Context: an optimization exercise on an open-source flow, tuned for small area, a short achievable clock period and few clock cycles. The choices shown serve that exercise and are no tape-out recipe. Function was checked by simulation only, so behaviour that the tests miss may differ from the original. Power and IR drop assume default switching activity.

Design kappa3_light_core, start of the top module:
module kappa3_light_core(input         clock,
			 input 	       reset,
			 output [31:0] mem_addr,
			 output        mem_read,
			 output        mem_write,
			 output [31:0] mem_wrdata,
			 output [3:0]  mem_wrbits,
			 input [31:0]  mem_rddata);
For scale: roughly 5,000 cells after synthesis, roughly 100 I/O pins, roughly 0.062 mm^2 of cells after synthesis.
==> flow/config.mk <==
export PLATFORM = sky130hd
export DESIGN_NAME = kappa3_light_core
export DESIGN_NICKNAME = kappa3_light_core
export VERILOG_FILES = /design/flow/design.v
export SDC_FILE = /design/flow/constraint.sdc
export NUM_CORES = 8
export LEC_CHECK = 0
export CAP_MARGIN = 25
export CORE_MARGIN = 2
export CORE_UTILIZATION = 60
export CTS_BUF_LIST = sky130_fd_sc_hd__clkbuf_16
export CTS_CLUSTER_DIAMETER = 80
export CTS_CLUSTER_SIZE = 24
export PLACE_DENSITY = 0.7
export SLEW_MARGIN = 25
export SYNTH_HIERARCHICAL = 1
==> flow/constraint.sdc <==
create_clock -name core_clock -period 10.0 [get_ports {clock}]
set_input_delay 2.0000 -clock core_clock [delete_from_list [all_inputs] [get_ports {clock}]]
set_output_delay 2.0000 -clock core_clock [all_outputs]
set_load 0.01 [all_outputs]
standard.sh (not shown) runs the stock make flow with config.mk's settings and CLKGATE_MAP_FILE= SYNTH_SCRIPT=/design/flow/synth_recipe.tcl, a recipe that flattens the netlist after the stock synthesis.
==> flow/flow/run.sh <==
#!/bin/bash
# Layout flow: the standard synthesis (standard.sh synth, unchanged), then
# the standard ORFS steps (standard.sh) with three changes:
#  - the port buffers are buf_4 cells instead of the cell buffer_ports picks
#    by default (a slow delay cell on this platform);
#  - timing repair aims for a larger setup margin, on the worst endpoints only;
#  - clock tree synthesis inserts no dummy loads (same buffers and clustering
#    as config.mk's CTS settings).
# make's output goes to flow_synth.log and flow_layout.log, each ORFS step's
# to orfs/logs/.
set -euo pipefail
cd "$(dirname "$0")/.."
bash standard.sh synth > flow_synth.log 2>&1
bash standard.sh "BUFFER_PORTS_ARGS=-buffer_cell sky130_fd_sc_hd__buf_4" \
     SETUP_SLACK_MARGIN=6.0 TNS_END_PERCENT=5 \
     "CTS_ARGS=-sink_clustering_enable -repair_clock_nets -buf_list sky130_fd_sc_hd__clkbuf_16 -sink_clustering_size 24 -sink_clustering_max_diameter 80 -dont_use_dummy_load" \
     finish > flow_layout.log 2>&1
Testbench counts at the start, summed over its fixed seeds: cycles 653,986.
Change:
==> flow/flow/run.sh (replaced) <==
#!/bin/bash
# Layout flow: the standard synthesis (standard.sh synth, unchanged), then
# the standard ORFS steps (standard.sh) with two changes:
#  - the port buffers are buf_4 cells instead of the cell buffer_ports picks
#    by default (a slow delay cell on this platform);
#  - timing repair aims for a larger setup margin, on the worst endpoints only.
# make's output goes to flow_synth.log and flow_layout.log, each ORFS step's
# to orfs/logs/.
set -euo pipefail
cd "$(dirname "$0")/.."
bash standard.sh synth > flow_synth.log 2>&1
bash standard.sh "BUFFER_PORTS_ARGS=-buffer_cell sky130_fd_sc_hd__buf_4" \
     SETUP_SLACK_MARGIN=6.0 TNS_END_PERCENT=5 finish > flow_layout.log 2>&1
--- a/flow/config.mk
+++ b/flow/config.mk
@@ -8,9 +8,8 @@
 export CAP_MARGIN = 25
 export CORE_MARGIN = 2
-export CORE_UTILIZATION = 60
+export CORE_UTILIZATION = 50
 export CTS_BUF_LIST = sky130_fd_sc_hd__clkbuf_16
 export CTS_CLUSTER_DIAMETER = 80
 export CTS_CLUSTER_SIZE = 24
-export PLACE_DENSITY = 0.7
 export SLEW_MARGIN = 25
 export SYNTH_HIERARCHICAL = 1
=>
- worst setup slack is better by 15 ps
- utilization fell by 11 points
- synthesized cell count is unchanged
- hold slack gains 18 ps
- via count drops by 0.59%
- fmax went up by 0.35%
- wire length is higher by about 4.3%
- die area is higher by about 20%

========
kappa3_light_core, a different RTL version from the one above (not shown whole).
For scale: ~5200 cells after synthesis, about 100 I/O pins, ~0.062 sq mm of cells after synthesis.
clock: 10.0 ns
lec_check: 0
cap_margin: 25
core_margin: 2
core_utilization: 60
cts_buf_list: sky130_fd_sc_hd__clkbuf_16
cts_cluster_diameter: 80
cts_cluster_size: 24
place_density: 0.7
slew_margin: 25
synth_hierarchical: 1
==> flow/flow/run.sh <==
#!/bin/bash
# Layout flow: the standard synthesis (standard.sh synth, unchanged), then
# the standard ORFS steps (standard.sh) with three changes:
#  - the port buffers are buf_4 cells instead of the cell buffer_ports picks
#    by default (a slow delay cell on this platform);
#  - timing repair aims for a larger setup margin, on the worst endpoints only;
#  - clock tree synthesis inserts no dummy loads (same buffers and clustering
#    as config.mk's CTS settings).
# make's output goes to flow_synth.log and flow_layout.log, each ORFS step's
# to orfs/logs/.
set -euo pipefail
cd "$(dirname "$0")/.."
bash standard.sh synth > flow_synth.log 2>&1
bash standard.sh "BUFFER_PORTS_ARGS=-buffer_cell sky130_fd_sc_hd__buf_4" \
     SETUP_SLACK_MARGIN=6.25 TNS_END_PERCENT=5 \
     "CTS_ARGS=-sink_clustering_enable -repair_clock_nets -buf_list sky130_fd_sc_hd__clkbuf_16 -sink_clustering_size 24 -sink_clustering_max_diameter 80 -dont_use_dummy_load" \
     finish > flow_layout.log 2>&1
The first run completed with no timing, DRC or antenna violations.
Testbench counts at the start, summed over its fixed seeds: cycles 653,986.
==> next run, changes <==
--- a/flow/flow/run.sh
+++ b/flow/flow/run.sh
@@ -13,5 +13,5 @@
 bash standard.sh synth > flow_synth.log 2>&1
 bash standard.sh "BUFFER_PORTS_ARGS=-buffer_cell sky130_fd_sc_hd__buf_4" \
-     SETUP_SLACK_MARGIN=6.25 TNS_END_PERCENT=5 \
+     SETUP_SLACK_MARGIN=6.5 TNS_END_PERCENT=5 \
      "CTS_ARGS=-sink_clustering_enable -repair_clock_nets -buf_list sky130_fd_sc_hd__clkbuf_16 -sink_clustering_size 24 -sink_clustering_max_diameter 80 -dont_use_dummy_load" \
      finish > flow_layout.log 2>&1
Result:
- worst hold slack gets better by 42 ps
- fmax increases slightly
- core utilization goes up by 1.3 points
- clock skew drops by 43 ps
- design area rises slightly
- critical path depth came out higher by 6
- clock-buffer cell count fell by 2
- worst setup slack improves by 66 ps
==> next run, changes <==
- CORE_UTILIZATION: 60 -> 55
- PLACE_DENSITY: 0.7 -> 0.66
Effect: The changed run finished clean. Via count falls by a few percent. Global-route usage shrinks by 2.3 points. Clock skew climbs by 29 ps. Flip-flop and latch count is unchanged. Area after synthesis stays the same.
==> next run, changes <==
- CORE_UTILIZATION: 55 -> 60
- PLACE_DENSITY: 0.66 -> 0.7
- SLEW_MARGIN: 25 -> 70
Result: Cell area rises by 1.1%. Setup slack improved by 13 ps. Synthesized cell count stays the same. Count of clock-buffer cells in the layout goes down by 10. First-iteration DRC count goes up by 12%. Core utilization climbs by 7.0 points. Total power goes up by 1.3%. Synthesized area does not change. Register-to-register slack is better by 70 ps. Clock skew goes down by 33 ps.

[port drivers added, routing unchanged]
How much do the figures lean on ideal ports? The routed layouts below were timed once more, with nothing changed but the port constraints. Step 1 sets driving cells, clkbuf_16 on the clock port and buf_2 on the other inputs (assumed; they add their load-dependent delay and slew). Step 2 moves the port delays by t, midway between the first and last clock arrival at a register: inputs arrive t later, outputs are due t later. That takes back most of the time a late clock gives input paths. Three values: ideal, step 1, step 2; two values: the first two.
run | shift t [ns] | slack for setup (ns) | worst register clock-pin slew, ns | worst slew at a driven data input, ns | cell pins on the clock port's net
the first run of note 1 | 0.762 | 5.731 / 5.744 / 4.982 | 0.11 / 0.11 | 0.20 | 1
the second run of note 1 | 0.760 | 5.746 / 5.529 / 4.769 | 0.11 / 0.11 | 0.32 | 1
the first run of note 2 | 0.783 | 6.011 / 6.050 / 5.267 | 0.11 / 0.11 | 0.05 | 1
the second run of note 2 | 0.774 | 6.077 / 5.976 / 5.201 | 0.10 / 0.10 | 0.26 | 1
the third run of note 2 | 0.706 | 6.078 / 6.068 / 5.362 | 0.10 / 0.10 | 0.23 | 1
the fourth run of note 2 | 0.774 | 6.090 / 6.026 / 5.251 | 0.10 / 0.10 | 0.20 | 1
After both steps setup and hold are still met in every run listed. The setup slack of the second run of note 1, which loses most, moves by -0.217 ns with the drivers and by -0.977 ns with both steps.
